This is an optimization exercise on Yosys and OpenROAD, whose aim is small area, a short achievable clock period and few clock cycles per item, not a production implementation. Where RTL was checked, it was by simulation tests only, not by an equivalence proof against the original.

==> flow/design.v <==
`default_nettype none
`default_nettype wire
`default_nettype none
`default_nettype wire
`default_nettype none
module pipelined_div_radix2 #(
		parameter COMB_BUSY = 0
	)(
		input wire iCLOCK,
		input wire inRESET,
		input wire iREMOVE,
		output wire oSOURCE_BUSY,
		input wire iSOURCE_VALID,
		input wire iSOURCE_SIGN,
		input wire [31:0] iSOURCE_DIVIDEND,
		input wire [31:0] iSOURCE_DIVISOR,
		input wire iOUT_BUSY,
		output wire oOUT_VALID,
		output wire [31:0] oOUT_DATA_Q,
		output wire [31:0] oOUT_DATA_R
	);
	localparam [2:0] PH_FIRST = 3'd0;
	localparam [2:0] PH_ITER  = 3'd1;
	localparam [2:0] PH_NEG1  = 3'd2;
	localparam [2:0] PH_NEG2  = 3'd3;
	localparam [2:0] PH_PSUB  = 3'd4;
	reg b_run;
	reg b_valid;
	reg [2:0] b_ph;
	reg b_post;			 
	reg b_an;			 
	reg b_bn;			 
	reg b_cin;			 
	reg [5:0] b_sa;		 
	reg [5:0] b_cnt;	 
	reg [31:0] b_r;		 
	reg [31:0] b_y;		 
	reg [31:0] b_q;		 
	wire accept = iSOURCE_VALID && !oSOURCE_BUSY && !iREMOVE;
	wire src_an = iSOURCE_SIGN && iSOURCE_DIVIDEND[31];
	wire src_bn = iSOURCE_SIGN && iSOURCE_DIVISOR[31];
	function [5:0] func_clz;
		input [31:0] v;
		integer i;
		begin
			func_clz = 6'd32;
			for(i = 0; i < 32; i = i + 1)begin
				if(v[i])begin
					func_clz = 6'd31 - i[5:0];
				end
			end
		end
	endfunction
	wire qn = b_an ^ b_bn;
	wire [6:0] first_d = {1'b0, b_cnt} - {1'b0, b_sa};
	wire first_skip = first_d[6];
	wire [4:0] first_j = first_d[5]? 5'd31 : first_d[4:0];
	wire first_bz = (b_cnt == 6'd32) && !b_bn;
	wire ph_first = (b_ph == PH_FIRST);
	wire ph_iter = (b_ph == PH_ITER);
	wire amt_zero = qn && (ph_first || (b_ph == PH_NEG2));
	wire [4:0] sh_amt = amt_zero? 5'd0 : (ph_first? first_j : b_cnt[4:0]);
	wire [31:0] sh_y = (b_q << sh_amt) ^ {32{!b_bn}};
	wire [32:0] add_s = {1'b0, b_r} + {1'b0, b_y} + {32'd0, b_cin};
	wire step_ok = add_s[32];
	wire last_iter = (b_cnt == 6'd0);
	reg fin;
	always@* begin
		case(b_ph)
			PH_FIRST : fin = first_bz || first_skip;
			PH_ITER  : fin = last_iter && !b_an;
			PH_NEG2  : fin = b_post;
			PH_PSUB  : fin = !step_ok && !b_an;
			default  : fin = 1'b0;
		endcase
	end
	generate
		if(COMB_BUSY)begin : GEN_COMB_BUSY
			assign oSOURCE_BUSY = b_run || (b_valid && iOUT_BUSY);
		end
		else begin : GEN_REG_BUSY
			assign oSOURCE_BUSY = b_run || b_valid;
		end
	endgenerate
	always@(posedge iCLOCK or negedge inRESET)begin
		if(!inRESET)begin
			b_run <= 1'b0;
			b_valid <= 1'b0;
		end
		else if(iREMOVE)begin
			b_run <= 1'b0;
			b_valid <= 1'b0;
		end
		else if(accept)begin
			b_run <= 1'b1;
			b_valid <= 1'b0;
		end
		else if(b_run)begin
			if(fin)begin
				b_run <= 1'b0;
				b_valid <= 1'b1;
			end
		end
		else if(!iOUT_BUSY)begin
			b_valid <= 1'b0;
		end
	end
	always@(posedge iCLOCK)begin
		if(accept)begin
			b_ph <= PH_FIRST;
			b_post <= 1'b0;
			b_an <= src_an;
			b_bn <= src_bn;
			b_sa <= src_an? 6'd0 : func_clz(iSOURCE_DIVIDEND);
			b_cnt <= func_clz(iSOURCE_DIVISOR ^ {32{src_bn}});
			b_r <= iSOURCE_DIVIDEND;
			b_q <= iSOURCE_DIVISOR;
		end
		else if(b_run)begin
			case(b_ph)
				PH_FIRST : begin
					b_cnt <= {1'b0, first_j};
					b_y <= sh_y;
					b_cin <= !b_bn;
					if(first_bz)begin
						b_q <= {{31{!b_an}}, 1'b1};
					end
					else if(first_skip)begin
						b_q <= 32'd0;
					end
					else if(b_an)begin
						b_y <= ~b_r;
						b_cin <= 1'b1;
						b_r <= 32'd0;
						b_ph <= PH_NEG2;
					end
					else if(qn)begin
						b_ph <= PH_PSUB;
					end
					else begin
						b_q <= 32'd0;
						b_ph <= PH_ITER;
					end
				end
				PH_NEG1 : begin
					b_y <= ~b_r;
					b_cin <= 1'b1;
					b_r <= 32'd0;
					b_ph <= PH_NEG2;
				end
				PH_NEG2 : begin
					b_r <= add_s[31:0];
					b_y <= sh_y;
					b_cin <= !b_bn;
					if(b_post)begin
						b_ph <= PH_NEG2;
					end
					else if(qn)begin
						b_ph <= PH_PSUB;
					end
					else begin
						b_q <= 32'd0;
						b_ph <= PH_ITER;
					end
				end
				PH_PSUB : begin
					b_y <= sh_y;
					if(step_ok)begin
						b_r <= add_s[31:0];
						b_q <= 32'hFFFFFFFF;
						b_ph <= PH_ITER;
					end
					else begin
						b_q <= 32'd0;
						b_post <= 1'b1;
						b_ph <= PH_NEG1;
					end
				end
				default : begin
					b_cnt <= b_cnt - 6'd1;
					b_y <= {1'b1, b_y[31:1]};
					b_q <= {b_q[30:0], step_ok ^ qn};
					if(step_ok)begin
						b_r <= add_s[31:0];
					end
					if(last_iter)begin
						b_post <= 1'b1;
						b_ph <= PH_NEG1;
					end
				end
			endcase
		end
	end
	assign oOUT_VALID = b_valid;
	assign oOUT_DATA_Q = b_q;
	assign oOUT_DATA_R = b_r;
endmodule
`default_nettype wire
clock: 10.0 ns
lec_check: 0
cap_margin: 20
core_margin: 2
core_utilization: 40
slew_margin: 20
standard.sh (not shown) runs the stock make flow with config.mk's settings and CLKGATE_MAP_FILE= SYNTH_SCRIPT=/design/flow/synth_recipe.tcl, a recipe that flattens the netlist after the stock synthesis.
==> flow/flow/run.sh <==
#!/bin/bash
cp standard.sh standard_sh.txt
export SETUP_SLACK_MARGIN=6
bash standard.sh > standard.log 2>&1
Then changed:
--- a/flow/design.v
+++ b/flow/design.v
@@ -51,11 +51,11 @@
 			end
 		end
 	endfunction
 	wire qn = b_an ^ b_bn;
-	wire [6:0] first_d = {1'b0, b_cnt} - {1'b0, b_sa};
-	wire first_skip = first_d[6];
-	wire [4:0] first_j = first_d[5]? 5'd31 : first_d[4:0];
+	wire [5:0] first_d = b_cnt - b_sa;
+	wire first_skip = first_d[5];
+	wire [4:0] first_j = first_d[4:0];
 	wire first_bz = (b_cnt == 6'd32) && !b_bn;
 	wire ph_first = (b_ph == PH_FIRST);
 	wire ph_iter = (b_ph == PH_ITER);
 	wire amt_zero = qn && (ph_first || (b_ph == PH_NEG2));
@@ -105,32 +105,38 @@
 			b_valid <= 1'b0;
 		end
 	end
 	always@(posedge iCLOCK)begin
+		b_sa <= func_clz(iSOURCE_DIVIDEND);
+		case(b_ph)
+			PH_FIRST : b_y <= b_an? ~b_r : sh_y;
+			PH_NEG1  : b_y <= ~b_r;
+			PH_ITER  : b_y <= {1'b1, b_y[31:1]};
+			default  : b_y <= sh_y;
+		endcase
+	end
+	always@(posedge iCLOCK)begin
 		if(accept)begin
 			b_ph <= PH_FIRST;
 			b_post <= 1'b0;
 			b_an <= src_an;
 			b_bn <= src_bn;
-			b_sa <= src_an? 6'd0 : func_clz(iSOURCE_DIVIDEND);
-			b_cnt <= func_clz(iSOURCE_DIVISOR ^ {32{src_bn}});
+			b_cnt <= func_clz((iSOURCE_DIVISOR ^ {32{src_bn}}) | {31'd0, src_bn});
 			b_r <= iSOURCE_DIVIDEND;
 			b_q <= iSOURCE_DIVISOR;
 		end
 		else if(b_run)begin
 			case(b_ph)
 				PH_FIRST : begin
 					b_cnt <= {1'b0, first_j};
-					b_y <= sh_y;
 					b_cin <= !b_bn;
 					if(first_bz)begin
 						b_q <= {{31{!b_an}}, 1'b1};
 					end
 					else if(first_skip)begin
 						b_q <= 32'd0;
 					end
 					else if(b_an)begin
-						b_y <= ~b_r;
 						b_cin <= 1'b1;
 						b_r <= 32'd0;
 						b_ph <= PH_NEG2;
 					end
@@ -142,16 +148,14 @@
 						b_ph <= PH_ITER;
 					end
 				end
 				PH_NEG1 : begin
-					b_y <= ~b_r;
 					b_cin <= 1'b1;
 					b_r <= 32'd0;
 					b_ph <= PH_NEG2;
 				end
 				PH_NEG2 : begin
 					b_r <= add_s[31:0];
-					b_y <= sh_y;
 					b_cin <= !b_bn;
 					if(b_post)begin
 						b_ph <= PH_NEG2;
 					end
@@ -163,9 +167,8 @@
 						b_ph <= PH_ITER;
 					end
 				end
 				PH_PSUB : begin
-					b_y <= sh_y;
 					if(step_ok)begin
 						b_r <= add_s[31:0];
 						b_q <= 32'hFFFFFFFF;
 						b_ph <= PH_ITER;
@@ -177,9 +180,8 @@
 					end
 				end
 				default : begin
 					b_cnt <= b_cnt - 6'd1;
-					b_y <= {1'b1, b_y[31:1]};
 					b_q <= {b_q[30:0], step_ok ^ qn};
 					if(step_ok)begin
 						b_r <= add_s[31:0];
 					end
Cell count goes down by 8.3%.
Routed wire length goes down by about 8%.
Count of clock-buffer cells in the layout does not change.
Area after synthesis goes down by about 10%.
Die area goes down by about 10%.
Synthesized cell count goes down by 8.4%.
Global-route usage goes up by 0.43 points.
Testbench counts after the change, summed over its fixed seeds: cycles 33,048, items 2,048.
Only the layout flow was run in the first run of this note; the RTL was not checked for function there.


Setup of the reference run:
RTL: the design.v shown in full above, as it stands there.
export LEC_CHECK = 0
export CAP_MARGIN = 20
export CORE_MARGIN = 2
export CORE_UTILIZATION = 40
export SETUP_SLACK_MARGIN = 5
export SLEW_MARGIN = 20
create_clock -name core_clock -period 10.0 [get_ports {iCLOCK}]
run.sh (not shown) runs the stock make flow with config.mk's settings and CLKGATE_MAP_FILE= SYNTH_SCRIPT=/design/flow/synth_recipe.tcl, a recipe that flattens the netlist after the stock synthesis.
Stock flow here: none of the scripts above is used.
No stage failed in the reference run, and the final checks on the layout all came back clean.
Setup changes, the reference run to the trial run
diff --git a/flow/design.v b/flow/design.v
--- a/flow/design.v
+++ b/flow/design.v
@@ -4,7 +4,7 @@
 `default_nettype wire
 `default_nettype none
 module pipelined_div_radix2 #(
-		parameter COMB_BUSY = 0
+		parameter COMB_BUSY = 1
 	)(
 		input wire iCLOCK,
 		input wire inRESET,
Notes after the runs:
Going from the reference run to the trial run, placed wire-length estimate saw an increase, non-clock buffer count saw an increase.
Comparing the reference run and the trial run, the lower measured slew at the worst slew-check pin is on the reference run.
| wire length of the first global-routing pass | the trial run vs the reference run | worse |
The cell area after layout on the trial run is in line with that on the reference run.
No run of this note included a check of the RTL's function; only the layout flow was run.


run D:
RTL: the design.v shown in full above, as it stands there.
==> flow/config.mk <==
export PLATFORM = sky130hd
export DESIGN_NAME = pipelined_div_radix2
export DESIGN_NICKNAME = pipelined_div_radix2
export VERILOG_FILES = /design/flow/design.v
export SDC_FILE = /design/flow/constraint.sdc
export NUM_CORES = 4
export LEC_CHECK = 0
export CAP_MARGIN = 20
export CORE_MARGIN = 2
export CORE_UTILIZATION = 40
export SLEW_MARGIN = 20
==> flow/constraint.sdc <==
create_clock -name core_clock -period 10.0 [get_ports {iCLOCK}]
set_input_delay 2.0000 -clock core_clock [delete_from_list [all_inputs] [get_ports {iCLOCK}]]
set_output_delay 2.0000 -clock core_clock [all_outputs]
set_load 0.01 [all_outputs]
standard.sh (not shown) runs the stock make flow with config.mk's settings and CLKGATE_MAP_FILE= SYNTH_SCRIPT=/design/flow/synth_recipe.tcl, a recipe that flattens the netlist after the stock synthesis.
==> flow/flow/run.sh <==
#!/bin/bash
cp standard.sh standard_sh.txt
export SETUP_SLACK_MARGIN=7.2
bash standard.sh > standard.log 2>&1
### run D -> run E
--- a/flow/design.v
+++ b/flow/design.v
@@ -53,7 +53,7 @@
 	endfunction
 	wire qn = b_an ^ b_bn;
-	wire [6:0] first_d = {1'b0, b_cnt} - {1'b0, b_sa};
-	wire first_skip = first_d[6];
-	wire [4:0] first_j = first_d[5]? 5'd31 : first_d[4:0];
+	wire [5:0] first_d = b_cnt - b_sa;
+	wire first_skip = first_d[5];
+	wire [4:0] first_j = first_d[4:0];
 	wire first_bz = (b_cnt == 6'd32) && !b_bn;
 	wire ph_first = (b_ph == PH_FIRST);
@@ -107,4 +107,13 @@
 	end
 	always@(posedge iCLOCK)begin
+		b_sa <= func_clz(iSOURCE_DIVIDEND);
+		case(b_ph)
+			PH_FIRST : b_y <= b_an? ~b_r : sh_y;
+			PH_NEG1  : b_y <= ~b_r;
+			PH_ITER  : b_y <= {1'b1, b_y[31:1]};
+			default  : b_y <= sh_y;
+		endcase
+	end
+	always@(posedge iCLOCK)begin
 		if(accept)begin
 			b_ph <= PH_FIRST;
@@ -112,6 +121,5 @@
 			b_an <= src_an;
 			b_bn <= src_bn;
-			b_sa <= src_an? 6'd0 : func_clz(iSOURCE_DIVIDEND);
-			b_cnt <= func_clz(iSOURCE_DIVISOR ^ {32{src_bn}});
+			b_cnt <= func_clz((iSOURCE_DIVISOR ^ {32{src_bn}}) | {31'd0, src_bn});
 			b_r <= iSOURCE_DIVIDEND;
 			b_q <= iSOURCE_DIVISOR;
@@ -121,5 +129,4 @@
 				PH_FIRST : begin
 					b_cnt <= {1'b0, first_j};
-					b_y <= sh_y;
 					b_cin <= !b_bn;
 					if(first_bz)begin
@@ -130,5 +137,4 @@
 					end
 					else if(b_an)begin
-						b_y <= ~b_r;
 						b_cin <= 1'b1;
 						b_r <= 32'd0;
@@ -144,5 +150,4 @@
 				end
 				PH_NEG1 : begin
-					b_y <= ~b_r;
 					b_cin <= 1'b1;
 					b_r <= 32'd0;
@@ -151,5 +156,4 @@
 				PH_NEG2 : begin
 					b_r <= add_s[31:0];
-					b_y <= sh_y;
 					b_cin <= !b_bn;
 					if(b_post)begin
@@ -165,5 +169,4 @@
 				end
 				PH_PSUB : begin
-					b_y <= sh_y;
 					if(step_ok)begin
 						b_r <= add_s[31:0];
@@ -179,5 +182,4 @@
 				default : begin
 					b_cnt <= b_cnt - 6'd1;
-					b_y <= {1'b1, b_y[31:1]};
 					b_q <= {b_q[30:0], step_ok ^ qn};
 					if(step_ok)begin
### Flow results
On buffers plus inverters on the worst setup path: run E sits below run D. Run E vs run D — final area dropped 1100 µm². Taking run D as the reference, in run E synthesized cell count saw a decrease; utilization saw an increase. In the reports for run D and run E, the larger routed wire length belongs to run E. Re global-route usage over all layers: run E is 1.7 points up on run D.
Testbench counts of run E, summed over its fixed seeds: cycles 33,048, items 2,048.
No functional check of the RTL was part of run D.


Another version of the RTL of pipelined_div_radix2 (not shown whole).
For scale: ~1500 cells after synthesis, about 150 flip-flops, roughly 140 I/O pins, roughly 13000 sq um of cells after synthesis.
## pipelined_div_radix2
module pipelined_div_radix2(
		input wire iCLOCK,
		input wire inRESET,
		input wire iREMOVE,
		output wire oSOURCE_BUSY,
		input wire iSOURCE_VALID,
		input wire iSOURCE_SIGN,
		input wire [31:0] iSOURCE_DIVIDEND,
		input wire [31:0] iSOURCE_DIVISOR,
		input wire iOUT_BUSY,
		output wire oOUT_VALID,
		output wire [31:0] oOUT_DATA_Q,
		output wire [31:0] oOUT_DATA_R
	);
	localparam [2:0] PH_ITER  = 3'd1;
	localparam [2:0] PH_NEG1  = 3'd2;
	localparam [2:0] PH_NEG2  = 3'd3;
	localparam [2:0] PH_PSUB  = 3'd4;
	localparam [2:0] PH_ZERO  = 3'd5;
	reg b_run;			 
	reg b_valid;		 
	reg b_pend;			 
	reg b_busy;			 
	reg [2:0] b_ph;
	reg b_post;			 
	reg b_an;			 
	reg b_bn;			 
	reg b_cin;			 
	reg [5:0] b_sa;		 
	reg [5:0] b_cnt;	 
	reg [31:0] b_r;		 
	reg [31:0] b_y;		 
	reg [31:0] b_dv;	 
	reg [31:0] b_q;		 
	function [5:0] func_clz;
		input [31:0] v;
		integer i;
		begin
			func_clz = 6'd32;
			for(i = 0; i < 32; i = i + 1)begin
				if(v[i])begin
					func_clz = 6'd31 - i[5:0];
				end
			end
		end
	endfunction
	wire qn = b_an ^ b_bn;
	wire [5:0] first_d = b_cnt - b_sa;
	wire first_skip = first_d[5];
	wire [4:0] first_j = first_d[4:0];
	wire first_bz = (b_cnt == 6'd32) && !b_bn;
	wire amt_zero = qn && (!b_run || ((b_ph == PH_NEG2) && !b_post));
	wire [4:0] sh_amt = amt_zero? 5'd0 : (!b_run? first_j : b_cnt[4:0]);
	wire [31:0] sh_y = (b_dv << sh_amt) ^ {32{!b_bn}};
	wire [32:0] add_s = {1'b0, b_r} + {1'b0, b_y} + {32'd0, b_cin};
	wire step_ok = add_s[32];
	wire last_iter = (b_cnt == 6'd0);
	reg fin;
	always@* begin
		case(b_ph)
			PH_ITER  : fin = last_iter && !b_an;
			PH_NEG2  : fin = b_post;
			PH_ZERO  : fin = !b_an;
			default  : fin = 1'b0;
		endcase
	end
	assign oSOURCE_BUSY = b_busy;
	wire accept = iSOURCE_VALID && !oSOURCE_BUSY && !iREMOVE;
	wire start = b_pend && !b_run && (!b_valid || !iOUT_BUSY) && !iREMOVE;
	wire start_done = first_bz || first_skip;
	wire src_an = iSOURCE_SIGN && iSOURCE_DIVIDEND[31];
  ...
==> module pipelined_div_radix2, before the edit <==
module pipelined_div_radix2(
		input wire iCLOCK,
		input wire inRESET,
		input wire iREMOVE,
		output wire oSOURCE_BUSY,
		input wire iSOURCE_VALID,
		input wire iSOURCE_SIGN,
		input wire [31:0] iSOURCE_DIVIDEND,
		input wire [31:0] iSOURCE_DIVISOR,
		input wire iOUT_BUSY,
		output wire oOUT_VALID,
		output wire [31:0] oOUT_DATA_Q,
		output wire [31:0] oOUT_DATA_R
	);
	localparam [2:0] PH_ITER  = 3'd1;
	localparam [2:0] PH_NEG1  = 3'd2;
	localparam [2:0] PH_NEG2  = 3'd3;
	localparam [2:0] PH_PSUB  = 3'd4;
	localparam [2:0] PH_ZERO  = 3'd5;
	reg b_run;			 
	reg b_valid;		 
	reg b_pend;			 
	reg b_busy;			 
	reg [2:0] b_ph;
	reg b_post;			 
	reg b_an;			 
	reg b_bn;			 
	reg b_cin;			 
	reg [5:0] b_sa;		 
	reg [5:0] b_cnt;	 
	reg [31:0] b_r;		 
	reg [31:0] b_y;		 
	reg [31:0] b_dv;	 
	reg [31:0] b_q;		 
	function [5:0] func_clz;
		input [31:0] v;
		integer i;
		begin
			func_clz = 6'd32;
			for(i = 0; i < 32; i = i + 1)begin
				if(v[i])begin
					func_clz = 6'd31 - i[5:0];
				end
			end
		end
	endfunction
	wire qn = b_an ^ b_bn;
	wire [5:0] first_d = b_cnt - b_sa;
	wire first_skip = first_d[5];
	wire [4:0] first_j = first_d[4:0];
	wire first_bz = (b_cnt == 6'd32) && !b_bn;
	wire amt_zero = qn && (!b_run || ((b_ph == PH_NEG2) && !b_post));
	wire [4:0] sh_amt = amt_zero? 5'd0 : (!b_run? first_j : b_cnt[4:0]);
	wire [31:0] sh_y = (b_dv << sh_amt) ^ {32{!b_bn}};
	wire [32:0] add_s = {1'b0, b_r} + {1'b0, b_y} + {32'd0, b_cin};
	wire step_ok = add_s[32];
	wire last_iter = (b_cnt == 6'd0);
	reg fin;
	always@* begin
		case(b_ph)
			PH_ITER  : fin = last_iter && !b_an;
			PH_NEG2  : fin = b_post;
			PH_ZERO  : fin = !b_an;
			default  : fin = 1'b0;
		endcase
	end
	assign oSOURCE_BUSY = b_busy;
	wire accept = iSOURCE_VALID && !oSOURCE_BUSY && !iREMOVE;
	wire start = b_pend && !b_run && (!b_valid || !iOUT_BUSY) && !iREMOVE;
	wire start_done = first_bz || first_skip;
	wire src_an = iSOURCE_SIGN && iSOURCE_DIVIDEND[31];
	wire src_bn = iSOURCE_SIGN && iSOURCE_DIVISOR[31];
	wire pend_next = accept || (b_pend && !start);
	wire run_next = start? !start_done : (b_run && !fin);
	wire fin_next = start? ((first_j == 5'd0) && !b_an && !qn) : (b_run && (b_ph == PH_ITER) && (b_cnt == 6'd1) && !b_an);
	wire busy_next = pend_next || (run_next && !fin_next);
	always@(posedge iCLOCK or negedge inRESET)begin
		if(!inRESET)begin
			b_run <= 1'b0;
			b_valid <= 1'b0;
			b_pend <= 1'b0;
			b_busy <= 1'b0;
		end
		else if(iREMOVE)begin
			b_busy <= 1'b0;
			b_run <= 1'b0;
			b_valid <= 1'b0;
			b_pend <= 1'b0;
		end
		else begin
			b_busy <= busy_next;
			if(accept)begin
				b_pend <= 1'b1;
			end
			if(start)begin
				b_pend <= 1'b0;
				b_run <= !start_done;
				b_valid <= start_done;
			end
			else if(b_run)begin
				if(fin)begin
					b_run <= 1'b0;
					b_valid <= 1'b1;
				end
			end
			else if(!iOUT_BUSY)begin
				b_valid <= 1'b0;
			end
		end
	end
	always@(posedge iCLOCK)begin
		if(start)begin
			b_post <= 1'b0;
			b_cnt <= {1'b0, first_j};
			b_cin <= !b_bn;
			b_r <= b_y;
			if(first_bz)begin
				b_q <= {{31{!b_an}}, 1'b1};
			end
			else if(first_skip)begin
				b_q <= 32'd0;
			end
			else if(b_an)begin
				b_ph <= PH_NEG1;
			end
			else if(qn)begin
				b_y <= sh_y;
				b_ph <= PH_PSUB;
			end
			else begin
				b_y <= sh_y;
				b_q <= 32'd0;
				b_ph <= PH_ITER;
			end
		end
		else if(b_run)begin
			case(b_ph)
				PH_NEG1 : begin
					b_y <= ~b_r;
					b_cin <= 1'b1;
					b_r <= 32'd0;
					b_ph <= PH_NEG2;
				end
				PH_NEG2 : begin
					b_r <= add_s[31:0];
					b_y <= sh_y;
					b_cin <= !b_bn;
					if(!b_post)begin
						if(qn)begin
							b_ph <= PH_PSUB;
						end
						else begin
							b_q <= 32'd0;
							b_ph <= PH_ITER;
						end
					end
				end
				PH_PSUB : begin
					b_y <= sh_y;
					b_q <= 32'hFFFFFFFF;
					if(step_ok)begin
						b_r <= add_s[31:0];
						b_ph <= PH_ITER;
					end
					else begin
						b_ph <= PH_ZERO;
					end
				end
				PH_ZERO : begin
					b_q <= 32'd0;
					b_post <= 1'b1;
					b_ph <= PH_NEG1;
				end
				default : begin
					b_cnt <= b_cnt - 6'd1;
					b_y <= {1'b1, b_y[31:1]};
					b_q <= {b_q[30:0], step_ok ^ qn};
					if(step_ok)begin
						b_r <= add_s[31:0];
					end
					if(last_iter)begin
						b_post <= 1'b1;
						b_ph <= PH_NEG1;
					end
				end
			endcase
		end
		if(accept)begin
			b_an <= src_an;
			b_bn <= src_bn;
			b_sa <= func_clz(iSOURCE_DIVIDEND);
			b_cnt <= func_clz((iSOURCE_DIVISOR ^ {32{src_bn}}) | {31'd0, src_bn});
			b_y <= iSOURCE_DIVIDEND;
			b_dv <= iSOURCE_DIVISOR;
		end
	end
	assign oOUT_VALID = b_valid;
	assign oOUT_DATA_Q = b_q;
	assign oOUT_DATA_R = b_r;
endmodule
Settings: LEC_CHECK=0, CAP_MARGIN=20, CORE_MARGIN=2, CORE_UTILIZATION=40, SLEW_MARGIN=20; clock period 10.0 ns.
==> flow/flow/run.sh <==
#!/bin/bash
cp standard.sh standard_sh.txt
export SETUP_SLACK_MARGIN=6.4
bash standard.sh > standard.log 2>&1
Change:
--- a/flow/design.v
+++ b/flow/design.v
@@ -20,13 +20,11 @@
 	localparam [2:0] PH_ITER  = 3'd1;
 	localparam [2:0] PH_NEG1  = 3'd2;
 	localparam [2:0] PH_NEG2  = 3'd3;
 	localparam [2:0] PH_PSUB  = 3'd4;
-	localparam [2:0] PH_ZERO  = 3'd5;
 	reg b_run;			 
 	reg b_valid;		 
 	reg b_pend;			 
-	reg b_busy;			 
 	reg [2:0] b_ph;
 	reg b_post;			 
 	reg b_an;			 
 	reg b_bn;			 
@@ -64,37 +62,31 @@
 	always@* begin
 		case(b_ph)
 			PH_ITER  : fin = last_iter && !b_an;
 			PH_NEG2  : fin = b_post;
-			PH_ZERO  : fin = !b_an;
+			PH_PSUB  : fin = !step_ok && !b_an;
 			default  : fin = 1'b0;
 		endcase
 	end
-	assign oSOURCE_BUSY = b_busy;
+	wire fin_early = ((b_ph == PH_ITER) && last_iter && !b_an) || ((b_ph == PH_NEG2) && b_post);
+	assign oSOURCE_BUSY = b_pend || (b_run && !fin_early);
 	wire accept = iSOURCE_VALID && !oSOURCE_BUSY && !iREMOVE;
 	wire start = b_pend && !b_run && (!b_valid || !iOUT_BUSY) && !iREMOVE;
 	wire start_done = first_bz || first_skip;
 	wire src_an = iSOURCE_SIGN && iSOURCE_DIVIDEND[31];
 	wire src_bn = iSOURCE_SIGN && iSOURCE_DIVISOR[31];
-	wire pend_next = accept || (b_pend && !start);
-	wire run_next = start? !start_done : (b_run && !fin);
-	wire fin_next = start? ((first_j == 5'd0) && !b_an && !qn) : (b_run && (b_ph == PH_ITER) && (b_cnt == 6'd1) && !b_an);
-	wire busy_next = pend_next || (run_next && !fin_next);
 	always@(posedge iCLOCK or negedge inRESET)begin
 		if(!inRESET)begin
 			b_run <= 1'b0;
 			b_valid <= 1'b0;
 			b_pend <= 1'b0;
-			b_busy <= 1'b0;
 		end
 		else if(iREMOVE)begin
-			b_busy <= 1'b0;
 			b_run <= 1'b0;
 			b_valid <= 1'b0;
 			b_pend <= 1'b0;
 		end
 		else begin
-			b_busy <= busy_next;
 			if(accept)begin
 				b_pend <= 1'b1;
 			end
 			if(start)begin
@@ -161,21 +153,18 @@
 					end
 				end
 				PH_PSUB : begin
 					b_y <= sh_y;
-					b_q <= 32'hFFFFFFFF;
 					if(step_ok)begin
 						b_r <= add_s[31:0];
+						b_q <= 32'hFFFFFFFF;
 						b_ph <= PH_ITER;
 					end
 					else begin
-						b_ph <= PH_ZERO;
+						b_q <= 32'd0;
+						b_post <= 1'b1;
+						b_ph <= PH_NEG1;
 					end
-				end
-				PH_ZERO : begin
-					b_q <= 32'd0;
-					b_post <= 1'b1;
-					b_ph <= PH_NEG1;
 				end
 				default : begin
 					b_cnt <= b_cnt - 6'd1;
 					b_y <= {1'b1, b_y[31:1]};
The changed run finished with timing, DRC and antenna clean.
Core utilization rises by 2.3 points.
Via count drops by 8.2%.
Register-to-register slack got worse by 0.07 ns.
Non-clock buffer count is higher by 15.
Fmax decreases by 8.5%.
Critical path depth is lower by 6.
Global-route usage drops by 1.3 points.
Synthesized area shrinks by 6.1%.
Worst hold slack degrades by 0.032 ns.
Worst setup slack got worse by 0.35 ns.
Routed wire length decreases by 8.2%.
Function was not checked in any run of this note: the RTL went through the layout flow alone.

static timing again, ports no longer ideal:
No port has a modelled driver above. Below, the same layouts with a new extraction and two added sets of constraints. Step 1: set_driving_cell puts a clkbuf_16 on iCLOCK and a buf_2 on each other input, an assumption about the parent block. Step 2, shift: input delay + t, output delay - t, t = (earliest + latest rising clock arrival at the registers) / 2. This alone moves slack from input paths to output paths. Three values: no drivers, after step 1, after step 2; two values: the first two.
run | t, ns | slack for setup (ns) | cell pins on the clock port's net
the first run of note 1 | 0.477 | 6.077 / 6.077 / 5.675 | 1
the second run of note 1 | 0.473 | 6.078 / 6.088 / 5.636 | 1
the reference run | 0.478 | 5.350 / 5.350 / 4.910 | 1
the trial run | 0.474 | 5.066 / 5.043 / 4.813 | 1
run D | 0.495 | 6.074 / 6.074 / 5.673 | 1
run E | 0.499 | 6.112 / 6.112 / 5.869 | 1
the first run of note 4 | 0.498 | 6.254 / 6.254 / 5.974 | 1
the second run of note 4 | 0.495 | 5.907 / 5.856 / 5.884 | 1
After both steps setup and hold are still met in every run listed. For the second run of note 1, which loses most, drivers alone change the setup slack by +0.010 ns; drivers and shift together by -0.442 ns.
